Source: an optimization exercise on an open RTL-to-GDS flow (aim: small area). Production flows keep margins and buffers that such runs may drop. Where RTL was checked, it was by simulation tests only, not by an equivalence proof against the original. For run 2, only the layout was checked, not whether the RTL still works. Power figures rest on the tool's default switching activity, not on a simulated workload.

--- config.mk ---
export PLATFORM = sky130hd
export DESIGN_NAME = block_detector
export DESIGN_NICKNAME = block_detector
export VERILOG_FILES = /design/flow/design.v
export SDC_FILE = /design/flow/constraint.sdc
export NUM_CORES = 4
export LEC_CHECK = 0
export CAP_MARGIN = 20
export CORE_AREA = 10 10 290 290
export DIE_AREA = 0 0 300 300
export SLEW_MARGIN = 20
--- constraint.sdc ---
create_clock -name core_clock -period 10.0 [get_ports {clock}]
set_input_delay 2.0000 -clock core_clock [delete_from_list [all_inputs] [get_ports {clock}]]
set_output_delay 2.0000 -clock core_clock [all_outputs]
set_load 0.01 [all_outputs]
--- design.v ---
module block_detector(
clock,
reset,
load_block_bottom_left_corner_x_pos,
load_block_bottom_left_corner_y_pos,
load_is_jump_button_pressed,
update_screen,
load_move_counter,
send_square_bottom_left_corner_x_pos,
send_square_bottom_left_corner_y_pos
);
	input clock;
	input reset;
	input update_screen;
	input [10:0] load_move_counter;
	input [296:0] load_block_bottom_left_corner_x_pos; 
	input [296:0] load_block_bottom_left_corner_y_pos;
	input load_is_jump_button_pressed;
	output reg [10:0] send_square_bottom_left_corner_x_pos;  
	output reg [10:0] send_square_bottom_left_corner_y_pos;   
	reg [10:0] move;
	reg modify_square_pos_up;
	reg [10:0] main_send_square_bottom_left_corner_x_pos;
	reg [10:0] main_send_square_bottom_left_corner_y_pos;
	wire [10:0] block_bottom_left_corner_x_pos [26:0];
	wire [10:0] block_bottom_left_corner_y_pos [26:0];
	wire [10:0] orig_send_square_bottom_left_corner_x_pos = 8'd59;
	wire [10:0] orig_send_square_bottom_left_corner_y_pos = 8'd99;
	integer i;           
	integer main_block;  
	genvar j;
	generate
	for (j = 0; j < 27; j = j + 1)
	begin: some_name_again
		 assign block_bottom_left_corner_x_pos[j] = load_block_bottom_left_corner_x_pos[(j * 11) + 10: (j * 11)];
		 assign block_bottom_left_corner_y_pos[j] = load_block_bottom_left_corner_y_pos[(j * 11) + 10: (j * 11)];
	end
	endgenerate
	always @ (*)
	begin
	    send_square_bottom_left_corner_x_pos <= main_send_square_bottom_left_corner_x_pos;
	    send_square_bottom_left_corner_y_pos <= main_send_square_bottom_left_corner_y_pos;
   end
	always @ (posedge clock)
   begin
		 if (reset)
		 begin
		     move <= 1'd0;
		     main_block = 0;
			  modify_square_pos_up <= 1'd0;
			  main_send_square_bottom_left_corner_x_pos <= orig_send_square_bottom_left_corner_x_pos;
			  main_send_square_bottom_left_corner_y_pos <= orig_send_square_bottom_left_corner_y_pos;
		 end
       else if (update_screen)
		 begin
			 if (modify_square_pos_up)
			 begin
				 main_send_square_bottom_left_corner_y_pos <= main_send_square_bottom_left_corner_y_pos - 8'd10;
				 modify_square_pos_up <= 1'd0;
			 end
			 if ( !(
			       ((block_bottom_left_corner_x_pos[main_block] - move) >= main_send_square_bottom_left_corner_x_pos - 8'd9) &&
			       ((block_bottom_left_corner_x_pos[main_block] - move) <= (main_send_square_bottom_left_corner_x_pos + 8'd9))
					 ) &&
					  (main_send_square_bottom_left_corner_y_pos < orig_send_square_bottom_left_corner_y_pos)
					   && !load_is_jump_button_pressed)
			 begin
					main_send_square_bottom_left_corner_y_pos <= main_send_square_bottom_left_corner_y_pos + 8'd10;
			 end
			 move <= move + load_move_counter;
		 end
		 for (i = 0; i < 27; i = i + 1)
		 begin
			 if ( (
			      ((block_bottom_left_corner_x_pos[i] - move) >= main_send_square_bottom_left_corner_x_pos - 8'd9) &&
			      ((block_bottom_left_corner_x_pos[i] - move) <= (main_send_square_bottom_left_corner_x_pos + 8'd9))
					) &&
				    !modify_square_pos_up)
				  begin
				  if (block_bottom_left_corner_y_pos[i] == main_send_square_bottom_left_corner_y_pos)
					   modify_square_pos_up <= 1'd1;
				      main_block = i;
				  end
		 end
	end
endmodule 
--- run.sh ---
#!/bin/bash
# synth_recipe.tcl (not shown) runs the flow's synth.tcl, then flattens the netlist and writes it again
# the make line also repeats each setting of config.mk as NAME=value (left out here)
make -C /OpenROAD-flow-scripts/flow DESIGN_CONFIG=/design/flow/config.mk WORK_HOME=/design/flow/orfs CLKGATE_MAP_FILE= SYNTH_SCRIPT=/design/flow/synth_recipe.tcl finish
==> flow_summary_export.csv, run 1 <==
group,metric,value,unit
outcome,run_status,"timing/DRC/antenna clean",
clocking,post_cts_buffers,0,
sta,final.min_clock_period,8.81,ns
yosys,sequential_area_share_after_synthesis,0.0240,
sta,rsz0062_at_grt,"false",
floorplan,pin_count,631,
setup_path,critical_path.endpoint_type,"register",
sta,hold_viol_final,0,
setup_path,crit_type,"in2reg",
yosys,netlist-cell-type-count,99,
grt,antenna_found_initial,23,
detailed_routing,route.vias.total,27804,
clocking,cts-buffers-inserted,3,
clocking,postCtsHoldBufs,0,
yosys,synth_top_area_cell,"sky130_fd_sc_hd__ha_1",
power,netSwitchingPower,1.95,mW
sta,finalSetupViolations,0,
detailed_routing,post_detailed_route_count_of_antenna_violating_nets,0,
sta,normalized_max_slew_margin,0.179,
yosys,synth_compound_gate_area_share,0.303,
power,powerDensity,118,mW/mm2
final_layout,post_route_cells_drive_above_1_share,0.0415,
yosys,synthTopCellsByArea,"sky130_fd_sc_hd__ha_1 17%, sky130_fd_sc_hd__xnor2_1 11%, sky130_fd_sc_hd__xor2_1 5.2%, sky130_fd_sc_hd__o21ai_0 4.0%, sky130_fd_sc_hd__a21oi_1 3.9%",
setup_path,worst_path_most_repeated_cell,"sky130_fd_sc_hd__a21oi_1",
clocking,cts_root_buf,"sky130_fd_sc_hd__clkbuf_16",
yosys,yosys.area_share.xor_xnor,0.161,
power,seqPwrFrac,0.048,
clocking,cts_resized,0,
setup_path,timing.critical_path.fanout_max,8,
final_layout,area_delta_synth_final,33.5,%
clocking,clock_tree.htree_level_count,1,
floorplan,area_of_the_core_region,0.0776,mm2
power,power.internal,1.61,mW
power,p_comb_frac,0.924,
yosys,yosys.area_share.simple,0.231,
floorplan,row_count,102,
detailed_routing,detail_route.drc_violations,0,
grt,gr-usage-all-layers,0.274,
setup_path,cpMaxStageDelayCell,"sky130_fd_sc_hd__clkdlybuf4s50_1",
yosys,yosys-mux-area-fraction,0.0354,
power,ir_worst_vdd,0.0000932,V
yosys,synth_area_in_adders,0.192,
detailed_routing,total_detailed_routing_wirelength,132000,um
grt,wire_length_of_the_first_global_routing_pass,184000,um
place,globalplace.congestion,1.02,
place,io_buffer_count,618,
sta,tightest_slew,1.23,ns
sta,timing.setup.tns,0,ns
grt,grtUsageMet2,0.435,
setup_path,worst-endpoint-required,10.16,ns
clocking,clk-insertion-delay-late,0.27,ns
detailed_routing,wire_per_inst,28.2,um
detailed_routing,route.detailed.vias_per_inst,5.93,
power,power_leakage,11.3,nW
sta,clock_skew,0.00589,ns
place,placedCellCount,4673,
flow_run,drv.max_cap_violation_count,0,
clocking,cts_buffer_depth,2,
final_layout,most-common-layout-cells,"618 x sky130_fd_sc_hd__clkdlybuf4s50_1, 298 x sky130_fd_sc_hd__ha_1, 277 x sky130_fd_sc_hd__xnor2_1, 233 x sky130_fd_sc_hd__nor2_1, 184 x sky130_fd_sc_hd__inv_1",
clocking,tritoncts,"built",
grt,grt_util_met1,0.352,
grt,grt_use_met3,0.0664,
yosys,synth-edff-count,0,
grt,globalRoute.busiestLayer,"met2",
power,swShare,0.548,
sta,finalCritPeriodShare,0.881,
yosys,dominantRegCellSynth,"sky130_fd_sc_hd__dfxtp_1",
yosys,largest_family_of_logic_cells_by_synthesized_area,"compound AO/OA/AOI/OAI gates",
yosys,yosys_warnings,1,
final_layout,layout.cells.most_common,"sky130_fd_sc_hd__clkdlybuf4s50_1",
grt,first_global_vias,26328,
sta,fmax,0.114,GHz
final_layout,stdcell_count,4687,
sta,report.final.slew_viol_count,0,
floorplan,chipWidth,300,um
yosys,netlist.area_leader.share,0.166,
yosys,synthesis.area_per_instance,7.35,um2
yosys,number_of_instances_in_the_synthesized_netlist,3067,
power,part_of_the_total_power_dissipated_in_the_clock_network,0.027,
setup_path,worst_setup_path_start_kind,"primary input",
final_layout,final_net_count,4576,
clocking,cts.sink_count,27,
floorplan,die_h,300,um
floorplan,start_util,0.290,
setup_path,critical-path-max-stage-delay,0.42,ns
detailed_routing,number_of_design_rule_violations_left_by_the_first_detailed_router_iteration,2813,
place,dp.final_hpwl,111000,um
grt,grt_start_max_net_pins,36,
hold_path,hold_path_class,"reg2reg",
floorplan,die_area,0.0900,mm2
yosys,ys_ff_latch,27,
grt,grt-ovfl-total,0,
detailed_routing,drt_pass1_iterations,6,
setup_path,timing.critical_path.arrival,8.97,ns
yosys,postSynth.asyncResetShare,0,
clocking,cts.clk_slew.worst_paths,0.07,ns
yosys,syn_area,0.0225,mm2
==> sequential cells by signal, summed over array words and instances, names as in the netlist <==
signal                                     flops
main_block                                     5
modify_square_pos_up                           1
main_send_square_bottom_left_corner_y_pos     10
move                                          11
==> synth_stat cells (all sizes together) (23+ instances only) <==
cell type	instances
inv	185
nand3b	23
mux2i	56
nand4	98
dfxtp	27
nand2	105
nor3	92
nor2	233
clkbuf	67
nand3	71
a211oi	57
a31oi	27
a21oi	177
o21bai	26
nor2b	53
o21ai	182
o21a	54
nor3b	30
a221oi	41
ha	298
xor2	135
nand2b	58
fa	30
or2	25
a2111oi	26
a21o	48
a22oi	71
buf	45
xnor2	277
nor4	34
==> power groups by stage <==
| stage | combinational, mW | sequential (mW) | clock (mW) |
|---|---|---|---|
| after floorplan | 2.22 | 0.137 | 0 |
| after global placement | 3.18 | 0.173 | 0 |
| after detailed placement | 3.18 | 0.173 | 0 |
| after CTS | 3.20 | 0.170 | 0.0988 |
| after global routing | 3.58 | 0.174 | 0.104 |
| final | 3.29 | 0.173 | 0.0965 |
==> worst paths after layout <==
check | startpoint | endpoint | slack (ns) | cells after the start
max | load_block_bottom_left_corner_x_pos[55] | main_send_square_bottom_left_corner_y_pos[10]$_SDFFE_PP0P_ | 1.19 | 30
max reg2reg | main_block[2]$_SDFFE_PP0P_ | main_send_square_bottom_left_corner_y_pos[10]$_SDFFE_PP0P_ | 2.29 | 29
min reg2reg | move[4]$_SDFFE_PP0P_ | move[4]$_SDFFE_PP0P_ | 0.50 | 2
min | move[4]$_SDFFE_PP0P_ | move[4]$_SDFFE_PP0P_ | 0.50 | 2
==> kinds of logic (layout without fill, tap and decap cells) <==
family                   count (synthesis)  count (layout)
other                                    2              21
adder cells (fa/ha/maj)                328             328
AND/OR/NAND/NOR                        952             952
buffers and inverters                  297             858
flip-flops                              27              27
AO/OA/AOI/OAI                          972             972
XOR/XNOR                               412             412
multiplexers                            77              77
==> cell type report <==
class | instances | area (um2)
inverters | 185 | 694
diodes | 9 | 22.5
fillers | 8240 | 47500
multi-input cells | 2753 | 20900
flip-flops and latches | 27 | 554
clock buffers | 4 | 78.8
well taps | 1040 | 1300
repair buffers | 669 | 6570
==> metrics by stage <==
stage | cell area (um2) | utilization | hold WS (ns) | power, mW | setup slack [ns]
floorplan | 22600 | - | 0.458 | 2.36 | 2.93
global placement | 30000 | 0.386 | 0.478 | 3.36 | 1.26
detailed placement | 30000 | 0.386 | 0.486 | 3.36 | 1.18
CTS | 30100 | 0.387 | 0.498 | 3.47 | 1.44
global route | 30100 | 0.387 | 0.544 | 3.86 | 0.860
finish | 30100 | 0.388 | 0.499 | 3.56 | 1.19
==> worst max-delay path: cells and delay by family <==
| family | cells | cell delay (ns) |
|---|---|---|
| simple gates | 6 | 0.83 |
| buf+inv | 3 | 0.75 |
| xor+xnor | 1 | 0.18 |
| mux | 3 | 0.97 |
| compound gates | 14 | 3.30 |
| fa+ha+maj | 3 | 0.91 |
==> routing by layer <==
metal | wire (um) | share of wire
met1 | 54400 | 0.41
met2 | 57800 | 0.44
met3 | 13900 | 0.11
met4 | 5810 | 0.044
met5 | 204 | 0.0015
==> run 2: changes to the inputs <==
==> design.v (replaced) <==
module block_detector(
	clock,
	reset,
	load_block_bottom_left_corner_x_pos,
	load_block_bottom_left_corner_y_pos,
	load_is_jump_button_pressed,
	update_screen,
	load_move_counter,
	send_square_bottom_left_corner_x_pos,
	send_square_bottom_left_corner_y_pos
);
	input clock;
	input reset;
	input update_screen;
	input [10:0] load_move_counter;
	input [296:0] load_block_bottom_left_corner_x_pos;
	input [296:0] load_block_bottom_left_corner_y_pos;
	input load_is_jump_button_pressed;
	output [10:0] send_square_bottom_left_corner_x_pos;
	output [10:0] send_square_bottom_left_corner_y_pos;
	assign send_square_bottom_left_corner_x_pos = 11'd59;
	reg [10:0] win;
	reg [10:1] yh;
	reg lift;              
	reg [4:0] main_block;  
	wire [10:0] y = {yh, 1'b1};
	assign send_square_bottom_left_corner_y_pos = y;
	wire [4:0] wl_e = win[4:0] + 5'd19;
	wire lwrap = wl_e < win[4:0] || win[4:0] == 5'd13;
	wire [5:0] wh1 = win[10:5] + 6'd1;
	function ge5(input [4:0] x, input [4:0] c);
		integer k;
		reg g;
		begin
			g = 1'b1;
			for (k = 0; k < 5; k = k + 1)
				g = c[k] ? (x[k] & g) : (x[k] | g);
			ge5 = g;
		end
	endfunction
	wire [31:0] near;
	wire [26:0] hit;
	genvar j;
	generate
	for (j = 0; j < 27; j = j + 1)
	begin: blk
		wire [10:0] bx = load_block_bottom_left_corner_x_pos[j*11 +: 11];
		wire [10:0] by = load_block_bottom_left_corner_y_pos[j*11 +: 11];
		wire [4:0] xl = bx[4:0];
		wire [5:0] xh = bx[10:5];
		assign near[j] = (xh == win[10:5]) & ge5(xl, win[4:0]) & (!ge5(xl, wl_e) | lwrap) | (xh == wh1) & lwrap & !ge5(xl, wl_e);
		assign hit[j] = near[j] && (by == y);
	end
	endgenerate
	assign near[31:27] = 5'd0;
	reg [4:0] top;
	integer i;
	always @(*) begin
		top = 5'd0;
		for (i = 0; i < 27; i = i + 1)
			if (near[i]) top = i;
	end
	wire any_near = |near[26:0];
	wire any_hit = |hit;
	wire drop = !near[main_block] && (yh < 10'd49) && !load_is_jump_button_pressed;
	always @(posedge clock) begin
		if (reset) begin
			win <= 11'd50;
			yh <= 10'd49;
		end else if (update_screen) begin
			win <= win + load_move_counter;
			if (drop)
				yh <= yh + 10'd5;
			else if (lift)
				yh <= yh - 10'd5;
		end
		if (!lift)
			lift <= any_hit;
		else if (reset || update_screen)
			lift <= 1'b0;
		if (!lift && any_near)
			main_block <= top;
		else if (reset)
			main_block <= 5'd0;
	end
endmodule
==> flow/run.sh (new file) <==
#!/bin/bash
# Standard ORFS layout, but the port buffers are the smallest buffer (buf_1).
set -euo pipefail
bash standard.sh 'BUFFER_PORTS_ARGS=-buffer_cell sky130_fd_sc_hd__buf_1' finish > make_finish.log 2>&1
==> standard.sh (new file) <==
#!/bin/bash
# synth_recipe.tcl (not shown) runs the flow's synth.tcl, then flattens the netlist and writes it again
# the make line also repeats each setting of config.mk as NAME=value (left out here)
make -C /OpenROAD-flow-scripts/flow DESIGN_CONFIG=/design/flow/config.mk WORK_HOME=/design/flow/orfs CLKGATE_MAP_FILE= SYNTH_SCRIPT=/design/flow/synth_recipe.tcl "${@:-finish}"
removed: run.sh
==> flow_summary_export.csv, run 2 <==
group,metric,value,unit
final_layout,final_net_count,3009,
sta,fmax,0.130,GHz
sta,finalCritPeriodShare,0.769,
grt,first_global_vias,15847,
sta,report.final.slew_viol_count,0,
yosys,dominantRegCellSynth,"sky130_fd_sc_hd__dfxtp_1",
sta,clock_skew,0.00459,ns
setup_path,critical_path.endpoint_type,"register",
detailed_routing,route.vias.total,16925,
clocking,cts.clk_slew.worst_paths,0.08,ns
power,powerDensity,83.9,mW/mm2
clocking,cts_buffer_depth,2,
yosys,synthTopCellsByArea,"sky130_fd_sc_hd__xnor2_1 25%, sky130_fd_sc_hd__xor2_1 11%, sky130_fd_sc_hd__nand4_1 3.5%, sky130_fd_sc_hd__dfxtp_1 3.3%, sky130_fd_sc_hd__nand2b_1 3.3%",
setup_path,worstReg2RegStart,"win[5]$_SDFFE_PP1P_",
clocking,cts.sink_count,27,
power,power_leakage,5.10,nW
floorplan,row_count,102,
final_layout,layout.cells.most_common,"sky130_fd_sc_hd__buf_1",
clocking,clock_tree.htree_level_count,1,
floorplan,die_h,300,um
place,io_buffer_count,618,
floorplan,area_of_the_core_region,0.0776,mm2
final_layout,largest-register,"win",
yosys,yosys_warnings,1,
setup_path,timing.critical_path.arrival,7.87,ns
floorplan,start_util,0.173,
setup_path,worst-r2r-cell-count,22,
setup_path,rr_endpoint,"yh[10]$_SDFFE_PP0P_",
final_layout,final_util,0.217,
yosys,netlist_top_cells_count,"389 x sky130_fd_sc_hd__xnor2_1, 162 x sky130_fd_sc_hd__xor2_1, 84 x sky130_fd_sc_hd__a21oi_1",
clocking,cts_root_buf,"sky130_fd_sc_hd__clkbuf_16",
yosys,sequential_area_share_after_synthesis,0.0439,
sta,hold_viol_final,0,
detailed_routing,post_detailed_route_count_of_antenna_violating_nets,0,
grt,gr-usage-all-layers,0.195,
sta,tightest_slew,1.24,ns
yosys,netlist.area_leader.share,0.253,
setup_path,critical_path.startpoint,"win[5]$_SDFFE_PP1P_",
power,power.internal,617,uW
clocking,postCtsHoldBufs,0,
yosys,syn_area,0.0135,mm2
sta,finalSetupViolations,0,
outcome,run_status,"timing/DRC/antenna clean",
yosys,ys_ff_latch,27,
sta,rsz0062_at_grt,"false",
clocking,cts_resized,0,
power,part_of_the_total_power_dissipated_in_the_clock_network,0.077,
setup_path,worst_setup_path_start_kind,"register",
yosys,netlist-cell-type-count,94,
yosys,postSynth.asyncResetShare,0,
setup_path,worst-endpoint-required,10.18,ns
yosys,synth-edff-count,5,
power,ir_worst_vdd,0.0000599,V
grt,grt_start_max_net_pins,67,
detailed_routing,drt_pass1_iterations,6,
power,seqPwrFrac,0.117,
grt,wire_length_of_the_first_global_routing_pass,127000,um
place,globalplace.congestion,0.957,
sta,post_route_setup_slack,2.31,ns
hold_path,hold_path_class,"reg2reg",
setup_path,critPathCapture,"yh[10]$_SDFFE_PP0P_",
power,p_comb_frac,0.807,
sta,normalized_max_slew_margin,0.168,
final_layout,post_route_cells_drive_above_1_share,0.0409,
sta,final.min_clock_period,7.69,ns
clocking,cts-buffers-inserted,3,
sta,timing.setup.tns,0,ns
detailed_routing,detail_route.drc_violations,0,
power,netSwitchingPower,796,uW
clocking,post_cts_buffers,0,
detailed_routing,total_detailed_routing_wirelength,93800,um
final_layout,largest_reg_flops,11,
yosys,number_of_instances_in_the_synthesized_netlist,1847,
clocking,clk-insertion-delay-late,0.29,ns
clocking,tritoncts,"built",
place,dp_slack,2.40,ns
final_layout,most-common-layout-cells,"618 x sky130_fd_sc_hd__buf_1, 386 x sky130_fd_sc_hd__xnor2_1, 162 x sky130_fd_sc_hd__xor2_1, 84 x sky130_fd_sc_hd__a21oi_1, 79 x sky130_fd_sc_hd__nand2_1",
floorplan,die_area,0.0900,mm2
setup_path,regToRegSetupSlack,2.31,ns
grt,antenna_found_initial,80,
grt,grt-ovfl-total,0,
place,dp.final_hpwl,79900,um
detailed_routing,route.detailed.vias_per_inst,4.93,
power,swShare,0.564,
yosys,synthesis.area_per_instance,7.29,um2
floorplan,chipWidth,300,um
detailed_routing,wire_per_inst,27.3,um
flow_run,drv.max_cap_violation_count,0,
power,power,1.41,mW
detailed_routing,number_of_design_rule_violations_left_by_the_first_detailed_router_iteration,1642,
yosys,yosys.cell_count.top_type,"sky130_fd_sc_hd__xnor2_1",
final_layout,area_delta_synth_final,25.2,%
setup_path,timing.critical_path.fanout_max,37,
setup_path,crit_type,"reg2reg",
yosys,synth_top_area_cell,"sky130_fd_sc_hd__xnor2_1",
floorplan,pin_count,631,
run 2: changes by cell type after synthesis, moves of 51 or more:
cell,before,now
sky130_fd_sc_hd__xnor2_1,277,389
sky130_fd_sc_hd__ha_1,298,23
sky130_fd_sc_hd__o21ai_0,180,50
sky130_fd_sc_hd__nor2_1,233,78
sky130_fd_sc_hd__inv_1,185,45
sky130_fd_sc_hd__mux2i_1,56,5
sky130_fd_sc_hd__a21oi_1,176,84
run 2: worst min-delay path by stage:
| stage | from | endpoint | slack [ns] | cells past startpoint |
|---|---|---|---|---|
| 6_report | yh[3]$_SDFFE_PP0P_ | yh[3]$_SDFFE_PP0P_ | 0.58 | 2 |
| 3_5_place_dp | lift$_DFF_P_ | lift$_DFF_P_ | 0.57 | 1 |
| 2_1_floorplan | lift$_DFF_P_ | lift$_DFF_P_ | 0.49 | 1 |
| 3_3_place_gp | lift$_DFF_P_ | lift$_DFF_P_ | 0.53 | 1 |
| 4_1_cts | yh[3]$_SDFFE_PP0P_ | yh[3]$_SDFFE_PP0P_ | 0.59 | 2 |
| 5_1_grt | yh[3]$_SDFFE_PP0P_ | yh[3]$_SDFFE_PP0P_ | 0.63 | 2 |
run 2: layout make-up:
type,count,area (um2)
Fill cell,8955,60700
Multi-Input combinational cell,1639,12000
Timing Repair Buffer,655,2600
Tap cell,1040,1300
Sequential cell,27,614
Inverter,49,184
Clock buffer,3,75.1
Antenna cell,19,47.5
Clock inverter,1,7.51
run 2: kinds of logic (layout without fill, tap and decap cells):
group | Yosys count | after routing | share of synthesized area
XOR/XNOR | 554 | 554 | 0.362
AO/OA/AOI/OAI | 454 | 454 | 0.241
adder cells (fa/ha/maj) | 70 | 70 | 0.0581
AND/OR/NAND/NOR | 541 | 541 | 0.219
other | 2 | 31 | 0.000558
flip-flops | 27 | 27 | 0.0439
multiplexers | 8 | 8 | 0.00623
buffers and inverters | 191 | 708 | 0.0693
run 2: routing by layer:
layer	wire length, um	global-route usage	part of all wire	vias up
li1	-	-	-	7783
met1	39500	0.254	0.42	7975
met2	39900	0.291	0.43	858
met3	11400	0.0848	0.12	199
met4	2260	0.0411	0.024	110
met5	648	0	0.0069	-
run 2: power groups by stage:
stage,logic [mW],registers [mW],clock network [mW]
after detailed placement,1.11,0.166,0
after CTS,1.12,0.163,0.108
after global placement,1.11,0.167,0
final,1.14,0.165,0.108
after floorplan,0.759,0.140,0
after global routing,1.23,0.166,0.112
run 2: critical path, cell delays in order, from the launching register on:
cell	delay, ns
sky130_fd_sc_hd__dfxtp_2	0.67
sky130_fd_sc_hd__ha_2	0.81
sky130_fd_sc_hd__nand3_2	0.86
sky130_fd_sc_hd__or3_1	0.65
sky130_fd_sc_hd__a2111oi_0	0.77
sky130_fd_sc_hd__o22a_1	0.53
sky130_fd_sc_hd__a2111o_1	0.22
sky130_fd_sc_hd__o31a_1	0.15
sky130_fd_sc_hd__and4_1	0.36
sky130_fd_sc_hd__o21ai_2	0.13
sky130_fd_sc_hd__inv_1	0.27
sky130_fd_sc_hd__ha_1	0.29
sky130_fd_sc_hd__a21o_1	0.17
sky130_fd_sc_hd__a21oi_1	0.21
sky130_fd_sc_hd__o21bai_1	0.09
sky130_fd_sc_hd__a21oi_1	0.22
sky130_fd_sc_hd__o21bai_1	0.09
sky130_fd_sc_hd__a21oi_1	0.22
sky130_fd_sc_hd__o21bai_1	0.09
sky130_fd_sc_hd__a21oi_1	0.17
sky130_fd_sc_hd__nor2_1	0.06
sky130_fd_sc_hd__mux2i_1	0.19
sky130_fd_sc_hd__mux2_1	0.34
run 2: metrics by stage:
stage / cells / cell area (um2) / hold slack [ns]
after floorplan: 1857 / 13500 / 0.486
after global placement: 3410 / 16700 / 0.528
after detailed placement: 3410 / 16700 / 0.569
after CTS: 3414 / 16800 / 0.585
after global routing: 3421 / 16800 / 0.625
final: 3433 / 16800 / 0.577

static timing again, ports no longer ideal:
No port has a modelled driver above. Below, the same layouts with a new extraction and two added sets of constraints. Step 1 sets driving cells, clkbuf_16 on the clock port and buf_2 on the other inputs (assumed; they add their load-dependent delay and slew). Step 2 moves the port delays by t, midway between the first and last clock arrival at a register: inputs arrive t later, outputs are due t later. That takes back most of the time a late clock gives input paths. Three values: ideal, step 1, step 2; two values: the first two.
run	t (ns)	setup slack, ns	hold slack, ns	worst setup path at the end	latest minus earliest clock arrival (ns)
run 1	0.325	1.190 / 1.224 / 0.899	0.499 / 0.499 / 0.499	input to register	0.006 / 0.006
run 2	0.347	2.310 / 2.310 / 2.310	0.577 / 0.577 / 0.577	register to register	0.005 / 0.005
After both steps setup and hold are still met in every run listed. The setup slack of run 1, which loses most, moves by +0.034 ns with the drivers and by -0.291 ns with both steps.
